Background: an optimization exercise with open tools, aiming at small area. Do not read the settings as production practice.
Where RTL was checked, it was by simulation tests only, not by an equivalence proof against the original.
Power is estimated from default activity; no workload was simulated.

Design h_lcd, start of the top module:
module h_lcd(state, eval, success, clk_in, rst, rs, e, data);
Size in the first run: roughly 15 flip-flops, about 17 I/O pins, about 2600 µm² of cells after synthesis.
==> flow/config.mk <==
export PLATFORM = sky130hd
export DESIGN_NAME = h_lcd
export DESIGN_NICKNAME = h_lcd
export VERILOG_FILES = /design/flow/design.v
export SDC_FILE = /design/flow/constraint.sdc
export NUM_CORES = 4
export LEC_CHECK = 0
export ABC_AREA = 1
export CAP_MARGIN = 20
export CORE_MARGIN = 2
export CORE_UTILIZATION = 40
export GPL_TIMING_DRIVEN = 0
export SLEW_MARGIN = 20
==> flow/constraint.sdc <==
create_clock -name core_clock -period 5.0 [get_ports {clk_in}]
set_input_delay 1.0000 -clock core_clock [delete_from_list [all_inputs] [get_ports {clk_in}]]
set_output_delay 1.0000 -clock core_clock [all_outputs]
set_load 0.01 [all_outputs]
standard.sh (not shown) runs the stock make flow with config.mk's settings and CLKGATE_MAP_FILE= SYNTH_SCRIPT=/design/flow/synth_recipe.tcl, a recipe that flattens the netlist after the stock synthesis.
==> flow/flow/run.sh <==
#!/bin/bash
# Layout flow: the standard ORFS flow (standard.sh) with these changes,
# all aimed at cell area:
#  - synthesis maps the logic with an area-only ABC script
#    (flow/abc_area.script: strash; dch -f; map -a) in place of ORFS's
#    abc_area.script, which maps for delay and then buffers and upsizes;
#    Yosys's own early ABC run and the half/full-adder extraction are skipped
#    (SYNTH_ARGS=-noabc, ADDER_MAP_FILE empty), so ABC sees the design's
#    logic as written;
#  - the port buffers are sky130_fd_sc_hd__buf_1.
# Every script is ORFS's own, copied unchanged apart from abc_area.script.
# All tool output goes to make.log and to ORFS's logs under orfs/logs.
set -euo pipefail
W=$(pwd)
rm -rf "$W/scripts"
cp -r "$FLOW_HOME/scripts" "$W/scripts"
cp "$W/flow/abc_area.script" "$W/scripts/abc_area.script"
bash "$W/standard.sh" SCRIPTS_DIR="$W/scripts" SYNTH_ARGS=-noabc ADDER_MAP_FILE= \
  BUFFER_PORTS_ARGS="-buffer_cell sky130_fd_sc_hd__buf_1" finish > "$W/make.log" 2>&1
==> flow/flow/abc_area.script <==
strash
dch -f
map -a
topo
The starting point reached the layout checks and failed them: setup timing.
Next try:
==> flow/flow/run.sh (replaced) <==
#!/bin/bash
# Layout flow: the standard ORFS flow, except that synthesis maps the
# logic with an area-only ABC script (flow/abc_area.script) in place of
# ORFS's abc_area.script, which maps for delay and then buffers and upsizes.
# Every other script is ORFS's own, copied unchanged.
set -euo pipefail
W=$(pwd)
rm -rf "$W/scripts"
cp -r "$FLOW_HOME/scripts" "$W/scripts"
cp "$W/flow/abc_area.script" "$W/scripts/abc_area.script"
bash "$W/standard.sh" SCRIPTS_DIR="$W/scripts" finish > "$W/make.log" 2>&1
--- a/flow/config.mk
+++ b/flow/config.mk
@@ -11,3 +11,2 @@
 export CORE_UTILIZATION = 40
-export GPL_TIMING_DRIVEN = 0
 export SLEW_MARGIN = 20
=> This time the run finished with timing, DRC and antenna clean. Worst setup slack is better by 160 ps. Power went up by well over a third. Combinational power went up by well over a third.
Next try:
==> flow/run.sh (new file) <==
#!/bin/bash
# synth_recipe.tcl (not shown) runs the flow's synth.tcl, then flattens the netlist and writes it again
# the make line also repeats each setting of config.mk as NAME=value (left out here)
make -C /OpenROAD-flow-scripts/flow DESIGN_CONFIG=/design/flow/config.mk WORK_HOME=/design/flow/orfs CLKGATE_MAP_FILE= SYNTH_SCRIPT=/design/flow/synth_recipe.tcl finish
removed: flow/flow/run.sh
removed: flow/flow/abc_area.script
removed: flow/standard.sh
Result:
- synthesized cell count is higher by a quarter to a third
- design area increases by a few percent
- total power drops by roughly a tenth
- setup slack gains 390 ps
- cell count rises by about a fifth
- via count climbs by a few percent
- core utilization goes down by 3.6 points
- maximum frequency rose by a little under a tenth
- clock power went down by roughly a tenth

* * *

## job 101
h_lcd, a different RTL version from the one above (not shown whole).
Size: about 450 cells after synthesis, ~15 flip-flops, about 0.0024 sq mm of cells after synthesis.
==> flow/config.mk <==
export PLATFORM = sky130hd
export DESIGN_NAME = h_lcd
export DESIGN_NICKNAME = h_lcd
export VERILOG_FILES = /design/flow/design.v
export SDC_FILE = /design/flow/constraint.sdc
export NUM_CORES = 4
export LEC_CHECK = 0
export ABC_AREA = 1
export CAP_MARGIN = 20
export CORE_MARGIN = 2
export CORE_UTILIZATION = 40
export CTS_BUF_LIST = sky130_fd_sc_hd__clkbuf_4
export CTS_CLUSTER_DIAMETER = 200
export CTS_CLUSTER_SIZE = 30
export GPL_TIMING_DRIVEN = 0
export SETUP_SLACK_MARGIN = 0.3
export SLEW_MARGIN = 20
==> flow/constraint.sdc <==
create_clock -name core_clock -period 5.0 [get_ports {clk_in}]
set_input_delay 1.0000 -clock core_clock [delete_from_list [all_inputs] [get_ports {clk_in}]]
set_output_delay 1.0000 -clock core_clock [all_outputs]
set_load 0.01 [all_outputs]
==> flow/flow/run.sh <==
#!/bin/bash
# Layout flow: the standard ORFS flow (standard.sh) with these changes,
# all aimed at cell area:
#  - synthesis maps the logic with an area-only ABC script
#    (flow/abc_area.script: strash; dch -f; map -a) in place of ORFS's
#    abc_area.script, which maps for delay and then buffers and upsizes;
#    Yosys's own early ABC run and the half/full-adder extraction are skipped
#    (SYNTH_ARGS=-noabc, ADDER_MAP_FILE empty), so ABC sees the design's
#    logic as written;
#  - the port buffers are sky130_fd_sc_hd__buf_1.
# Every script is ORFS's own, copied unchanged apart from abc_area.script.
# All tool output goes to make.log and to ORFS's logs under orfs/logs.
set -euo pipefail
W=$(pwd)
rm -rf "$W/scripts"
cp -r "$FLOW_HOME/scripts" "$W/scripts"
cp "$W/flow/abc_area.script" "$W/scripts/abc_area.script"
bash "$W/standard.sh" SCRIPTS_DIR="$W/scripts" SYNTH_ARGS=-noabc ADDER_MAP_FILE= \
  BUFFER_PORTS_ARGS="-buffer_cell sky130_fd_sc_hd__buf_1" finish > "$W/make.log" 2>&1
==> flow/flow/abc_area.script <==
strash
dch -f
map -a
topo
Input changes introduced in job 102 (baseline for comparison: job 101):
Settings: PLACE_DENSITY newly set to 0.75; CORE_UTILIZATION changed from 40 to 55.
Findings:
- Compared with job 101, job 102 shows average wire per standard cell lower by about 1.2%.
- Slowest stage cell on the critical path: sky130_fd_sc_hd__nor2_1 -> job 101, sky130_fd_sc_hd__dfxtp_2 -> job 102
- Of job 102 and job 101, it is job 102 that has the higher first-iteration DRC count.
- Job 102: worst setup slack is 0.040 ns lower than what job 101 reported.
- Any difference in sequential-cell power consumption between job 101 and job 102 is small enough to ignore.
- Highest ir drop seen on vdd (job 102 vs. job 101) increases by more than 10%
- Job 102: multi-input gate share of total cell area is 0.68 points higher than what job 101 reported.
- Total power: job 101 vs job 102 — no meaningful difference
--- input diff job 102..job 103 ---
Settings: SETUP_SLACK_MARGIN changed from 0.3 to 0.2; CORE_UTILIZATION changed from 55 to 40; PLACE_DENSITY removed (was 0.75).
### Flow results
Against job 102, job 103 comes in 1.2 points higher on portion of total power attributed to sequential cells. Of job 102 and job 103, the lower total number of cells along the worst setup path belongs to job 103. Taking job 102 as the reference, in job 103 count of fill cells added during filler insertion climbed 57%, share of the clock period used by the worst path now smaller. Power ended up 0.0078 mW lower on job 103 than on job 102. Comparing job 102 and job 103, worst slew margin relative to its limit is lower on job 103. On first-pass iteration count of the detailed router, the lower figure sits with job 103, not job 102.
Modified inputs, job 104 compared to job 103
Settings: swapping 0.2 for 0.3 in SETUP_SLACK_MARGIN; swapping 20 for 0 in CAP_MARGIN; swapping 20 for 0 in SLEW_MARGIN.
Notes after the runs:
No stage failed in job 104, and the final checks on the layout all came back clean.
Between job 103 and job 104, the difference in routed wire length is negligible.
Clock group total power is lower on job 104
Final non-filler cell area: job 104 vs job 103, no meaningful difference
Relative to job 103, fraction of power consumed by combinational cells has increased by 1.3 points in job 104.
Summary of job 104 over job 103: first-pass GRT wire length increased by 0.45% relative to the old numbers; share of final layout cell area taken by non-clock buffers decreased by 0.28 points relative to the old numbers.
Number of non-clock buffers in the layout in job 104 is 1 lower than in job 103
From job 103 to job 104 the numbers moved as follows: number of tap instances roughly the same; sequential share of layout area roughly the same; die area roughly the same.
Looking at final clock period utilization by the worst path, job 104 sits 0.31 points below job 103.
Setup changes, job 104 to job 105
Settings: SLEW_MARGIN now 20, was 0; CAP_MARGIN now 20, was 0; GPL_TIMING_DRIVEN no longer set, was 0.
==> comparison <==
- Job 104 ended up with sky130_fd_sc_hd__nor2_1 as its highest-delay cell along the critical path; job 105 ended up with sky130_fd_sc_hd__dfxtp_1.
- Overall routed net length in job 105 is 0.78% above job 104.
- Job 104 → job 105: clock power higher; final area higher.

* * *

## rev 12
Another version of the RTL of h_lcd (not shown whole).
Size: about 460 cells after synthesis, about 17 I/O pins, roughly 2500 sq um of cells after synthesis.
Settings: LEC_CHECK=0, ABC_AREA=1, CAP_MARGIN=20, CORE_MARGIN=2, CORE_UTILIZATION=40, CTS_BUF_LIST=sky130_fd_sc_hd__clkbuf_4, CTS_CLUSTER_DIAMETER=200, CTS_CLUSTER_SIZE=30, GPL_TIMING_DRIVEN=0, SETUP_SLACK_MARGIN=0.4, SLEW_MARGIN=20; clock period 5.0 ns.
Scripts as last shown in full above: flow/flow/run.sh, flow/flow/abc_area.script
Rev 12 ran to completion and came out clean on the timing, DRC and antenna checks.
[inputs] rev 13 vs rev 12
Settings: changing SETUP_SLACK_MARGIN from 0.4 to 0.3.
### Flow results
Vias: rev 13 below rev 12. Summary — relative area change from synthesis to final layout, rev 13 relative to rev 12: lower, by 1.6 points. Register share of the cell area: rev 12 vs rev 13 — no meaningful difference. Rev 13 does better than rev 12 on cell area. Multi-input combinational cell count: rev 12 vs rev 13 identical. Rev 13: met2 capacity usage during global routing is 0.51 points lower than what rev 12 reported. Comparing critical path arrival for rev 13 and rev 12, the smaller number came from rev 12.
No functional check of the RTL was part of any run of this note.

==> what the ideal ports hide <==
In the flow no input, the clock included, has a driving cell. The finished layouts below were timed again as built, in two steps. Step 1 (the two cells are an assumption about what drives the block):
set clk [get_ports {clk_in}]
set_driving_cell -lib_cell sky130_fd_sc_hd__clkbuf_16 $clk
set_driving_cell -lib_cell sky130_fd_sc_hd__buf_2 [delete_from_list [all_inputs] $clk]
Step 2 moves the port delays by t, midway between the first and last clock arrival at a register: inputs arrive t later, outputs are due t later. That takes back most of the time a late clock gives input paths. Three values: ideal ports, drivers, drivers and shift; two values: the first two.
run	t, ns	slack for setup (ns)	clock arrival spread, ns	worst register clock-pin slew, ns	worst slew at a driven data input, ns
the first run of note 1	0.276	-0.034 / -0.057 / 0.218	0.003 / 0.003	0.06 / 0.06	0.03
the second run of note 1	0.287	0.121 / 0.095 / 0.382	0.002 / 0.002	0.07 / 0.07	0.04
the third run of note 1	0.267	0.511 / 0.489 / 0.756	0.002 / 0.001	0.06 / 0.06	0.03
job 101	0.307	0.356 / 0.336 / 0.644	0.011 / 0.011	0.10 / 0.10	0.03
job 102	0.300	0.316 / 0.296 / 0.596	0.001 / 0.001	0.08 / 0.08	0.03
job 103	0.310	0.340 / 0.320 / 0.630	0.014 / 0.015	0.10 / 0.10	0.03
job 104	0.307	0.356 / 0.336 / 0.644	0.011 / 0.011	0.10 / 0.10	0.03
job 105	0.315	0.484 / 0.466 / 0.781	0.009 / 0.009	0.11 / 0.11	0.04
rev 12	0.306	0.409 / 0.389 / 0.695	0.004 / 0.005	0.09 / 0.09	0.03
rev 13	0.303	0.196 / 0.176 / 0.480	0.001 / 0.001	0.08 / 0.08	0.03
